Background: an optimization exercise with open tools, aiming at small area, a short achievable clock period and few clock cycles. Do not read the settings as production practice.
The clock port is modelled as an ideal driver, which makes a skipped or thinned clock tree look cheaper than it is; a real chip needs a root buffer or a tree.
Power figures rest on the tool's default switching activity, not on a simulated workload.

==> 01-06: inputs <==
==> flow/design.v (excerpt) <==
module accelerator_mod #(
   parameter DATA_W = 32,
   parameter ADDR_W = 4
)(
   input  wire            pcie_clk,           
   input  wire            pcie_rstn,
   input  wire [31:0]     pcie_axi_awaddr,
   input  wire            pcie_axi_awvalid,
   output wire            pcie_axi_awready,
   input  wire [31:0]     pcie_axi_wdata,
   input  wire [3:0]      pcie_axi_wstrb,
   input  wire            pcie_axi_wvalid,
   output wire            pcie_axi_wready,
   output wire [1:0]      pcie_axi_bresp,
   output wire            pcie_axi_bvalid,
   input  wire            pcie_axi_bready,
   input  wire [31:0]     pcie_axi_araddr,
   input  wire            pcie_axi_arvalid,
   output wire            pcie_axi_arready,
   output wire [31:0]     pcie_axi_rdata,
   output wire [1:0]      pcie_axi_rresp,
   output wire            pcie_axi_rvalid,
   input  wire            pcie_axi_rready
);
   axi_pcie_fifo_accel #(
      .DATA_WIDTH (DATA_W),
      .ADDR_WIDTH (ADDR_W)
   ) u_fifo_accel (
      .s_axi_aclk   (pcie_clk),
      .s_axi_aresetn(pcie_rstn),
      .s_axi_awaddr (pcie_axi_awaddr),
      .s_axi_awvalid(pcie_axi_awvalid),
      .s_axi_awready(pcie_axi_awready),
      .s_axi_wdata  (pcie_axi_wdata),
      .s_axi_wstrb  (pcie_axi_wstrb),
      .s_axi_wvalid (pcie_axi_wvalid),
      .s_axi_wready (pcie_axi_wready),
      .s_axi_bresp  (pcie_axi_bresp),
      .s_axi_bvalid (pcie_axi_bvalid),
      .s_axi_bready (pcie_axi_bready),
      .s_axi_araddr (pcie_axi_araddr),
      .s_axi_arvalid(pcie_axi_arvalid),
      .s_axi_arready(pcie_axi_arready),
      .s_axi_rdata  (pcie_axi_rdata),
      .s_axi_rresp  (pcie_axi_rresp),
      .s_axi_rvalid (pcie_axi_rvalid),
      .s_axi_rready (pcie_axi_rready)
   );
endmodule
==> module fifo_axi, before the edit <==
module fifo_axi #(
    parameter DATA_WIDTH = 32,   
    parameter ADDR_WIDTH = 4     
)(
    input  wire                  clk,
    input  wire                  rst_n,
    input  wire [DATA_WIDTH-1:0] din,       
    input  wire                  hold,      
    input  wire                  push,      
    output reg                   full,
    output wire [DATA_WIDTH-1:0] dout_lo,   
    output wire [DATA_WIDTH-1:0] dout_hi,   
    input  wire                  pop,
    output reg                   empty
);
  localparam DEPTH = (1 << ADDR_WIDTH);
  reg [DATA_WIDTH-1:0] fifo_mem [0:DEPTH-1];
  reg [DEPTH-1:0] tail;    
  reg [DEPTH-1:0] head;    
  wire do_push = push && !full;
  wire do_pop  = pop && !empty;
  wire [DEPTH-1:0] tail_nxt = {tail[DEPTH-2:0], tail[DEPTH-1]};
  wire [DEPTH-1:0] head_nxt = {head[DEPTH-2:0], head[DEPTH-1]};
  reg [ADDR_WIDTH:0] count;
  reg one_left;
  reg one_free;
  wire inc = do_push && !do_pop;
  wire dec = do_pop && !do_push;
  wire two_left = (count == 2);
  wire two_free = (count == DEPTH-2);
  wire [DATA_WIDTH-1:0] pair_n [0:DEPTH/2-1];
  genvar g;
  generate
    for (g = 0; g < DEPTH/2; g = g + 1) begin : g_pair
      fifo_aoi22 #(.W(DATA_WIDTH)) u_aoi (
          .a(fifo_mem[2*g]), .sa(head[2*g]),
          .b(fifo_mem[2*g+1]), .sb(head[2*g+1]),
          .y(pair_n[g]));
    end
  endgenerate
  fifo_nand4 #(.W(DATA_WIDTH)) u_lo (
      .a(pair_n[0]), .b(pair_n[1]), .c(pair_n[2]), .d(pair_n[3]), .y(dout_lo));
  fifo_nand4 #(.W(DATA_WIDTH)) u_hi (
      .a(pair_n[4]), .b(pair_n[5]), .c(pair_n[6]), .d(pair_n[7]), .y(dout_hi));
  generate
    for (g = 0; g < DEPTH; g = g + 1) begin : g_row
      always @(posedge clk) begin
        if (tail[g] && !hold && !full)
          fifo_mem[g] <= din;
      end
    end
  endgenerate
  always @(posedge clk) begin
    if (!rst_n) begin
      tail     <= {{(DEPTH-1){1'b0}}, 1'b1};
      head     <= {DEPTH{1'b0}};
      count    <= 0;
      full     <= 1'b0;
      empty    <= 1'b1;
      one_left <= 1'b0;
      one_free <= 1'b0;
    end else begin
      if (do_push) tail <= tail_nxt;
      if (do_push && empty)
        head <= tail;
      else if (do_pop)
        head <= (one_left && !do_push) ? {DEPTH{1'b0}} : head_nxt;
      if (inc) begin
        count    <= count + 1'b1;
        empty    <= 1'b0;
        one_left <= empty;
        one_free <= two_free;
        full     <= one_free;
      end else if (dec) begin
        count    <= count - 1'b1;
        full     <= 1'b0;
        one_free <= full;
        one_left <= two_left;
        empty    <= one_left;
      end
    end
  end
endmodule
==> module axi_pcie_fifo_accel, before the edit <==
module axi_pcie_fifo_accel #(
    parameter DATA_WIDTH  = 32,
    parameter ADDR_WIDTH  = 4,
    parameter ADDR_LSB    = 2       
)(
    input  wire         s_axi_aclk,
    input  wire         s_axi_aresetn,
    input  wire [31:0]  s_axi_awaddr,
    input  wire         s_axi_awvalid,
    output reg          s_axi_awready,
    input  wire [31:0]  s_axi_wdata,
    input  wire [3:0]   s_axi_wstrb,
    input  wire         s_axi_wvalid,
    output reg          s_axi_wready,
    output wire [1:0]   s_axi_bresp,
    output reg          s_axi_bvalid,
    input  wire         s_axi_bready,
    input  wire [31:0]  s_axi_araddr,
    input  wire         s_axi_arvalid,
    output reg          s_axi_arready,
    output wire [31:0]  s_axi_rdata,
    output wire [1:0]   s_axi_rresp,
    output reg          s_axi_rvalid,
    input  wire         s_axi_rready
);
  assign s_axi_bresp = 2'b00;
  assign s_axi_rresp = 2'b00;
  wire fifo_full;
  wire fifo_empty;
  wire [DATA_WIDTH-1:0] fifo_dout_lo;
  wire [DATA_WIDTH-1:0] fifo_dout_hi;
  reg aw_pend;      
  reg aw_push;      
  reg w_pend;       
  reg b_two;        
  wire aw_hs   = s_axi_awvalid && s_axi_awready;
  wire w_hs    = s_axi_wvalid && s_axi_wready;
  wire aw_have = aw_hs || aw_pend;
  wire w_have  = w_hs || w_pend;
  wire wr_done = aw_have && w_have;
  wire aw_is0  = (s_axi_awaddr[ADDR_LSB+1:ADDR_LSB] == 2'b00);
  wire push    = (aw_hs && aw_is0 && w_have) || (aw_pend && aw_push && w_hs);
  wire b_hs    = s_axi_bvalid && s_axi_bready;
  wire aw_pend_n = aw_have && !w_have;
  wire w_pend_n  = w_have && !aw_have;
  wire b_one_n   = wr_done || (s_axi_bvalid && !b_hs) || b_two;
  wire b_two_n   = wr_done ? (s_axi_bvalid && !b_hs) || b_two : (b_two && !b_hs);
  always @(posedge s_axi_aclk) begin
    if (!s_axi_aresetn) begin
      aw_pend       <= 1'b0;
      w_pend        <= 1'b0;
      b_two         <= 1'b0;
      s_axi_bvalid  <= 1'b0;
      s_axi_awready <= 1'b1;
      s_axi_wready  <= 1'b1;
    end else begin
      aw_pend       <= aw_pend_n;
      w_pend        <= w_pend_n;
      s_axi_bvalid  <= b_one_n;
      b_two         <= b_two_n;
      s_axi_awready <= !aw_pend_n && !b_two_n;
      s_axi_wready  <= !w_pend_n && !b_two_n;
    end
  end
  always @(posedge s_axi_aclk) begin
    if (aw_hs) aw_push <= aw_is0;
  end
  reg skid_v;      
  reg skid_pop;    
  reg skid_stat;   
  wire ar_hs  = s_axi_arvalid && s_axi_arready;
  wire ar_pop  = (s_axi_araddr[ADDR_LSB+1:ADDR_LSB] == 2'b01);
  wire ar_stat = (s_axi_araddr[ADDR_LSB+1:ADDR_LSB] == 2'b10);
  wire r_free = !s_axi_rvalid || s_axi_rready;
  wire r_load = r_free && (skid_v || ar_hs);
  wire t_pop  = skid_v ? skid_pop : ar_pop;
  wire t_stat = skid_v ? skid_stat : ar_stat;
  wire fifo_pop = r_free && (skid_v ? skid_pop : (ar_hs && ar_pop));
  wire skid_v_n = skid_v ? !r_free : (ar_hs && !r_free);
  always @(posedge s_axi_aclk) begin
    if (!s_axi_aresetn) begin
      s_axi_rvalid  <= 1'b0;
      s_axi_arready <= 1'b1;
      skid_v        <= 1'b0;
    end else begin
      s_axi_rvalid  <= r_load || !r_free;
      s_axi_arready <= !skid_v_n;
      skid_v        <= skid_v_n;
    end
  end
  always @(posedge s_axi_aclk) begin
    if (ar_hs) begin
      skid_pop  <= ar_pop;
      skid_stat <= ar_stat;
    end
  end
  wire [31:0] pop_val = fifo_dout_lo | fifo_dout_hi | ({32{fifo_empty}} & 32'hDEAD_DEAD);
  wire [31:0] r_val = t_pop ? pop_val
                            : {30'd0, t_stat && fifo_full, t_stat && fifo_empty};
  axi_rdata_reg u_rdata (
      .clk(s_axi_aclk),
      .d(r_load ? r_val : s_axi_rdata),
      .q(s_axi_rdata)
  );
  fifo_axi #(
      .DATA_WIDTH(DATA_WIDTH),
      .ADDR_WIDTH(ADDR_WIDTH)
  ) fifo_inst (
      .clk(s_axi_aclk),
      .rst_n(s_axi_aresetn),
      .din(s_axi_wdata),
      .hold(w_pend),
      .push(push),
      .full(fifo_full),
      .dout_lo(fifo_dout_lo),
      .dout_hi(fifo_dout_hi),
      .pop(fifo_pop),
      .empty(fifo_empty)
  );
endmodule
export LEC_CHECK = 0
export CAP_MARGIN = 20
export CORE_MARGIN = 2
export CORE_UTILIZATION = 40
export PLACE_DENSITY = 0.6
export SETUP_SLACK_MARGIN = 0.8
export SLEW_MARGIN = 20
export SYNTH_HIERARCHICAL = 1
export BUFFER_PORTS_ARGS = -buffer_cell sky130_fd_sc_hd__buf_2
export PRE_CTS_TCL = /design/flow/flow/pre_cts.tcl
create_clock -name core_clock -period 2.8 [get_ports {pcie_clk}]
standard.sh (not shown) runs the stock make flow with config.mk's settings and CLKGATE_MAP_FILE= SYNTH_SCRIPT=/design/flow/synth_recipe.tcl, a recipe that flattens the netlist after the stock synthesis.
==> flow/flow/run.sh <==
#!/bin/bash
# Standard layout, with plain buffers on the ports and a two-level clock tree
# (flow/mycts.tcl) in place of TritonCTS.
set -o pipefail
here=$(pwd)
echo 'export BUFFER_PORTS_ARGS = -buffer_cell sky130_fd_sc_hd__buf_2' >> config.mk
echo "export PRE_CTS_TCL = $here/flow/pre_cts.tcl" >> config.mk
bash standard.sh > standard.log 2>&1
==> flow/flow/mycts.tcl <==
# Two-level clock tree: one root buffer fed by the clock port, driving one
# leaf buffer per cluster of flip-flops (clusters by k-means on position).
proc mycts_build {} {
  set block [ord::get_db_block]
  set db [ord::get_db]
  set clk_port [$block findBTerm pcie_clk]
  set clk_net [$clk_port getNet]
  set master [$db findMaster sky130_fd_sc_hd__clkbuf_16]
  set sinks {}
  foreach it [$clk_net getITerms] { lappend sinks $it }
  set n [llength $sinks]
  set csize [expr {[info exists ::env(MYCTS_CLUSTER)] ? $::env(MYCTS_CLUSTER) : 28}]
  set k [expr {int(ceil(double($n) / $csize))}]
  # positions
  set xs {}; set ys {}
  foreach it $sinks {
    set inst [$it getInst]
    set bb [$inst getBBox]
    lappend xs [expr {([$bb xMin] + [$bb xMax]) / 2.0}]
    lappend ys [expr {([$bb yMin] + [$bb yMax]) / 2.0}]
  }
  # init centers: grid over bounding box
  set xmin [tcl::mathfunc::min {*}$xs]; set xmax [tcl::mathfunc::max {*}$xs]
  set ymin [tcl::mathfunc::min {*}$ys]; set ymax [tcl::mathfunc::max {*}$ys]
  set g [expr {int(ceil(sqrt($k)))}]
  set cx {}; set cy {}
  for {set i 0} {$i < $k} {incr i} {
    set gx [expr {$i % $g}]; set gy [expr {$i / $g}]
    lappend cx [expr {$xmin + ($gx + 0.5) * ($xmax - $xmin) / $g}]
    lappend cy [expr {$ymin + ($gy + 0.5) * ($ymax - $ymin) / $g}]
  }
  # balanced k-means: capacity-limited greedy assignment
  set cap [expr {int(ceil(double($n) / $k)) + 2}]
  for {set iter 0} {$iter < 25} {incr iter} {
    set pairs {}
    for {set s 0} {$s < $n} {incr s} {
      set x [lindex $xs $s]; set y [lindex $ys $s]
      for {set c 0} {$c < $k} {incr c} {
        set d [expr {abs($x - [lindex $cx $c]) + abs($y - [lindex $cy $c])}]
        lappend pairs [list $d $s $c]
      }
    }
    set pairs [lsort -real -index 0 $pairs]
    set asg [lrepeat $n -1]
    set cnt [lrepeat $k 0]
    set left $n
    foreach p $pairs {
      lassign $p d s c
      if {[lindex $asg $s] >= 0} continue
      if {[lindex $cnt $c] >= $cap} continue
      lset asg $s $c
      lset cnt $c [expr {[lindex $cnt $c] + 1}]
      incr left -1
      if {$left == 0} break
    }
    set sx [lrepeat $k 0.0]; set sy [lrepeat $k 0.0]
    for {set s 0} {$s < $n} {incr s} {
      set c [lindex $asg $s]
      lset sx $c [expr {[lindex $sx $c] + [lindex $xs $s]}]
      lset sy $c [expr {[lindex $sy $c] + [lindex $ys $s]}]
    }
    for {set c 0} {$c < $k} {incr c} {
      if {[lindex $cnt $c] > 0} {
        lset cx $c [expr {[lindex $sx $c] / [lindex $cnt $c]}]
        lset cy $c [expr {[lindex $sy $c] / [lindex $cnt $c]}]
      }
    }
  }
  set nr [expr {[info exists ::env(MYCTS_ROOTS)] ? $::env(MYCTS_ROOTS) : 4}]
  set mx [expr {[tcl::mathop::+ {*}$cx] / $k}]
  set my [expr {[tcl::mathop::+ {*}$cy] / $k}]
  set rgrp {}
  for {set c 0} {$c < $k} {incr c} {
    if {$nr == 1} { lappend rgrp 0; continue }
    set q [expr {([lindex $cx $c] >= $mx ? 1 : 0) + ([lindex $cy $c] >= $my ? 2 : 0)}]
    if {$nr == 2} { set q [expr {$q & 1}] }
    lappend rgrp $q
  }
  set rnets {}
  for {set r 0} {$r < 4} {incr r} {
    set members {}
    for {set c 0} {$c < $k} {incr c} { if {[lindex $rgrp $c] == $r} { lappend members $c } }
    if {[llength $members] == 0} { lappend rnets {}; continue }
    set rx 0.0; set ry 0.0
    foreach c $members { set rx [expr {$rx + [lindex $cx $c]}]; set ry [expr {$ry + [lindex $cy $c]}] }
    set rx [expr {int($rx / [llength $members])}]; set ry [expr {int($ry / [llength $members])}]
    set root [odb::dbInst_create $block $master clkroot_$r]
    $root setLocation $rx $ry
    $root setPlacementStatus PLACED
    set rnet [odb::dbNet_create $block clknet_root_$r]
    $rnet setSigType CLOCK
    [$root findITerm A] connect $clk_net
    [$root findITerm X] connect $rnet
    lappend rnets $rnet
  }
  for {set c 0} {$c < $k} {incr c} {
    set b [odb::dbInst_create $block $master clkleaf_$c]
    $b setLocation [expr {int([lindex $cx $c])}] [expr {int([lindex $cy $c])}]
    $b setPlacementStatus PLACED
    set lnet [odb::dbNet_create $block clknet_leaf_$c]
    $lnet setSigType CLOCK
    [$b findITerm A] connect [lindex $rnets [lindex $rgrp $c]]
    [$b findITerm X] connect $lnet
    lappend leafnets $lnet
  }
  for {set s 0} {$s < $n} {incr s} {
    set it [lindex $sinks $s]
    $it disconnect
    $it connect [lindex $leafnets [lindex $asg $s]]
  }
  puts "mycts: $n sinks, $k leaf buffers, cluster cap $cap"
}
==> flow/flow/pre_cts.tcl <==
# Replaces TritonCTS with the two-level tree of mycts.tcl.
source [file join [file dirname [info script]] mycts.tcl]
proc clock_tree_synthesis {args} { mycts_build }
==> inputs of 12-02, as changes to 01-06 <==
--- a/flow/design.v
+++ b/flow/design.v
@@ -23,9 +23,4 @@
   wire [DEPTH-1:0] head_nxt = {head[DEPTH-2:0], head[DEPTH-1]};
-  reg [ADDR_WIDTH:0] count;
-  reg one_left;
-  reg one_free;
-  wire inc = do_push && !do_pop;
-  wire dec = do_pop && !do_push;
-  wire two_left = (count == 2);
-  wire two_free = (count == DEPTH-2);
+  wire one_left = |(head_nxt & tail);
+  wire one_free = |(tail_nxt & head);
   wire [DATA_WIDTH-1:0] pair_n [0:DEPTH/2-1];
@@ -54,9 +49,6 @@
     if (!rst_n) begin
-      tail     <= {{(DEPTH-1){1'b0}}, 1'b1};
-      head     <= {DEPTH{1'b0}};
-      count    <= 0;
-      full     <= 1'b0;
-      empty    <= 1'b1;
-      one_left <= 1'b0;
-      one_free <= 1'b0;
+      tail  <= {{(DEPTH-1){1'b0}}, 1'b1};
+      head  <= {DEPTH{1'b0}};
+      full  <= 1'b0;
+      empty <= 1'b1;
     end else begin
@@ -67,15 +59,4 @@
         head <= (one_left && !do_push) ? {DEPTH{1'b0}} : head_nxt;
-      if (inc) begin
-        count    <= count + 1'b1;
-        empty    <= 1'b0;
-        one_left <= empty;
-        one_free <= two_free;
-        full     <= one_free;
-      end else if (dec) begin
-        count    <= count - 1'b1;
-        full     <= 1'b0;
-        one_free <= full;
-        one_left <= two_left;
-        empty    <= one_left;
-      end
+      full  <= (full && !do_pop) || (do_push && !do_pop && one_free);
+      empty <= (empty && !do_push) || (do_pop && !do_push && one_left);
     end
==> flow/flow/run.sh (replaced) <==
#!/bin/bash
# Standard layout, with the port buffers made from plain buffers.
set -o pipefail
echo 'export BUFFER_PORTS_ARGS = -buffer_cell sky130_fd_sc_hd__buf_2' >> config.mk
bash standard.sh > standard.log 2>&1
--- a/flow/config.mk
+++ b/flow/config.mk
@@ -10,2 +10,4 @@
 export CORE_UTILIZATION = 40
+export CTS_CLUSTER_DIAMETER = 80
+export CTS_CLUSTER_SIZE = 30
 export PLACE_DENSITY = 0.6
@@ -15,2 +17 @@
 export BUFFER_PORTS_ARGS = -buffer_cell sky130_fd_sc_hd__buf_2
-export PRE_CTS_TCL = /design/flow/flow/pre_cts.tcl
removed: flow/flow/mycts.tcl
removed: flow/flow/pre_cts.tcl
==> inputs of 03-23, as changes to 01-06 <==
--- a/flow/design.v
+++ b/flow/design.v
@@ -12,3 +12,3 @@
     output wire [DATA_WIDTH-1:0] dout_hi,   
-    input  wire                  pop,
+    input  wire                  pop,       
     output reg                   empty
@@ -19,7 +19,6 @@
   reg [DEPTH-1:0] head;    
-  wire do_push = push && !full;
-  wire do_pop  = pop && !empty;
+  wire do_push = push;
+  wire do_pop  = pop;
   wire [DEPTH-1:0] tail_nxt = {tail[DEPTH-2:0], tail[DEPTH-1]};
   wire [DEPTH-1:0] head_nxt = {head[DEPTH-2:0], head[DEPTH-1]};
-  reg [ADDR_WIDTH:0] count;
   reg one_left;
@@ -28,4 +27,6 @@
   wire dec = do_pop && !do_push;
-  wire two_left = (count == 2);
-  wire two_free = (count == DEPTH-2);
+  wire [DEPTH-1:0] head_nxt2 = {head[DEPTH-3:0], head[DEPTH-1:DEPTH-2]};
+  wire [DEPTH-1:0] tail_nxt2 = {tail[DEPTH-3:0], tail[DEPTH-1:DEPTH-2]};
+  wire two_left = |(head_nxt2 & tail);
+  wire two_free = |(tail_nxt2 & head);
   wire [DATA_WIDTH-1:0] pair_n [0:DEPTH/2-1];
@@ -56,3 +57,2 @@
       head     <= {DEPTH{1'b0}};
-      count    <= 0;
       full     <= 1'b0;
@@ -68,3 +68,2 @@
       if (inc) begin
-        count    <= count + 1'b1;
         empty    <= 1'b0;
@@ -74,3 +73,2 @@
       end else if (dec) begin
-        count    <= count - 1'b1;
         full     <= 1'b0;
@@ -146,3 +144,6 @@
   wire aw_is0  = (s_axi_awaddr[ADDR_LSB+1:ADDR_LSB] == 2'b00);
-  wire push    = (aw_hs && aw_is0 && w_have) || (aw_pend && aw_push && w_hs);
+  wire p_aw    = s_axi_awready && !fifo_full;
+  wire p_w     = aw_pend && aw_push && s_axi_wready && !fifo_full;
+  wire push    = (s_axi_awvalid && aw_is0 && p_aw && (w_pend || (s_axi_wvalid && s_axi_wready)))
+              || (s_axi_wvalid && p_w);
   wire b_hs    = s_axi_bvalid && s_axi_bready;
@@ -182,3 +183,6 @@
   wire t_stat = skid_v ? skid_stat : ar_stat;
-  wire fifo_pop = r_free && (skid_v ? skid_pop : (ar_hs && ar_pop));
+  wire q_skid  = skid_v && skid_pop && !fifo_empty;
+  wire q_ar    = !skid_v && !fifo_empty;
+  wire fifo_pop = (!s_axi_rvalid || s_axi_rready)
+               && (q_skid || (q_ar && s_axi_arvalid && ar_pop));
   wire skid_v_n = skid_v ? !r_free : (ar_hs && !r_free);
--- a/flow/config.mk
+++ b/flow/config.mk
@@ -11,3 +11,3 @@
 export PLACE_DENSITY = 0.6
-export SETUP_SLACK_MARGIN = 0.8
+export SETUP_SLACK_MARGIN = 1.3
 export SLEW_MARGIN = 20
==> comparison <==
- Via count, lowest first: 01-06, 12-02, 03-23.
- Wire length: 01-06 < 12-02 < 03-23.
- Sequential power: 12-02 < 03-23 < 01-06.
- Design area is about the same in 12-02 and 01-06.
- The highest worst setup slack belongs to 12-02, the lowest to 01-06.
- Maximum frequency: 03-23 is smaller than 12-02 (5.0%).
- In 03-23 the sequential share of layout area is lower than in 01-06, by 5.0 points.
- Clock skew: 12-02 is lower than 03-23 (57 ps).
==> figures <==
Placement Rows: 03-23 85; 12-02 85; 01-06 86
Peak clock frequency supported by timing: 03-23 0.491 GHz; 12-02 0.516 GHz; 01-06 0.397 GHz
Combined area of the multi-input logic cells: 03-23 0.00457 mm^2; 12-02 0.00447 mm^2; 01-06 0.00450 mm^2
Met2 WL post-DR: 03-23 29.9 mm; 12-02 27.4 mm; 01-06 27.0 mm
Final core utilization: 03-23 0.487; 12-02 0.452; 01-06 0.444
First-pass iteration count of the detailed router: 03-23 6; 12-02 5; 01-06 5
CP Depth: 03-23 8; 12-02 5; 01-06 12
Chip height: 03-23 237 um; 12-02 238 um; 01-06 239 um
Count of fill cells added during filler insertion: 03-23 4412; 12-02 4719; 01-06 4765
GR Layer Usage met1: 03-23 0.288; 12-02 0.264; 01-06 0.254
Mean routed wirelength per cell: 03-23 29.6 um; 12-02 26.0 um; 01-06 25.6 um
Vias after detailed routing: 03-23 13409; 12-02 12632; 01-06 12321
Flip-flop and latch count: 03-23 592; 12-02 590; 01-06 597
First-pass GRT wire length: 03-23 83.3 mm; 12-02 81.3 mm; 01-06 79.7 mm
Routed wire length on met3: 03-23 6.13 mm; 12-02 3.26 mm; 01-06 3.35 mm
Switching part of the total: 03-23 0.209; 12-02 0.219; 01-06 0.203
Run status: 03-23 timing/DRC/antenna clean; 12-02 timing/DRC/antenna clean; 01-06 timing/DRC/antenna clean
Final HPWL from detailed placement: 03-23 28.4 mm; 12-02 31.6 mm; 01-06 30.3 mm
No functional check of the RTL was part of any run of this note. In 01-06 and 03-23 the design's own scripts or RTL, not TritonCTS, make the clock network.

afterwards: timing with drivers on the ports:
Ports are ideal in the flow. The routed layouts listed here were re-timed in OpenROAD.
Step 1 assumes that a clkbuf_16 drives the clock port and a buf_2 every other input.
Step 2 adds t to the input delays and takes it off the output delays; t is the mean of the earliest and latest rising clock arrival at the registers after step 1. Input paths then give back, and output paths get back, about the clock's delay inside the block.
Three values: ideal ports, drivers, drivers and shift; two values: the first two.
run	t (ns)	slack for setup (ns)	hold WS [ns]	worst setup path at the end	worst data-port slew with drivers (ns)
01-06	0.454	0.282 / 0.300 / -0.089	0.451 / 0.410 / 0.451	input to register	0.11
12-02	0.657	0.864 / 0.864 / 0.570	0.251 / 0.214 / 0.452	input to register	0.09
03-23	0.462	0.762 / 0.762 / 0.458	0.446 / 0.388 / 0.446	input to register	0.11
Met with ideal ports but missed after step 2: setup timing in 01-06. For 01-06, which loses most, drivers alone change the setup slack by +0.018 ns; drivers and shift together by -0.371 ns.
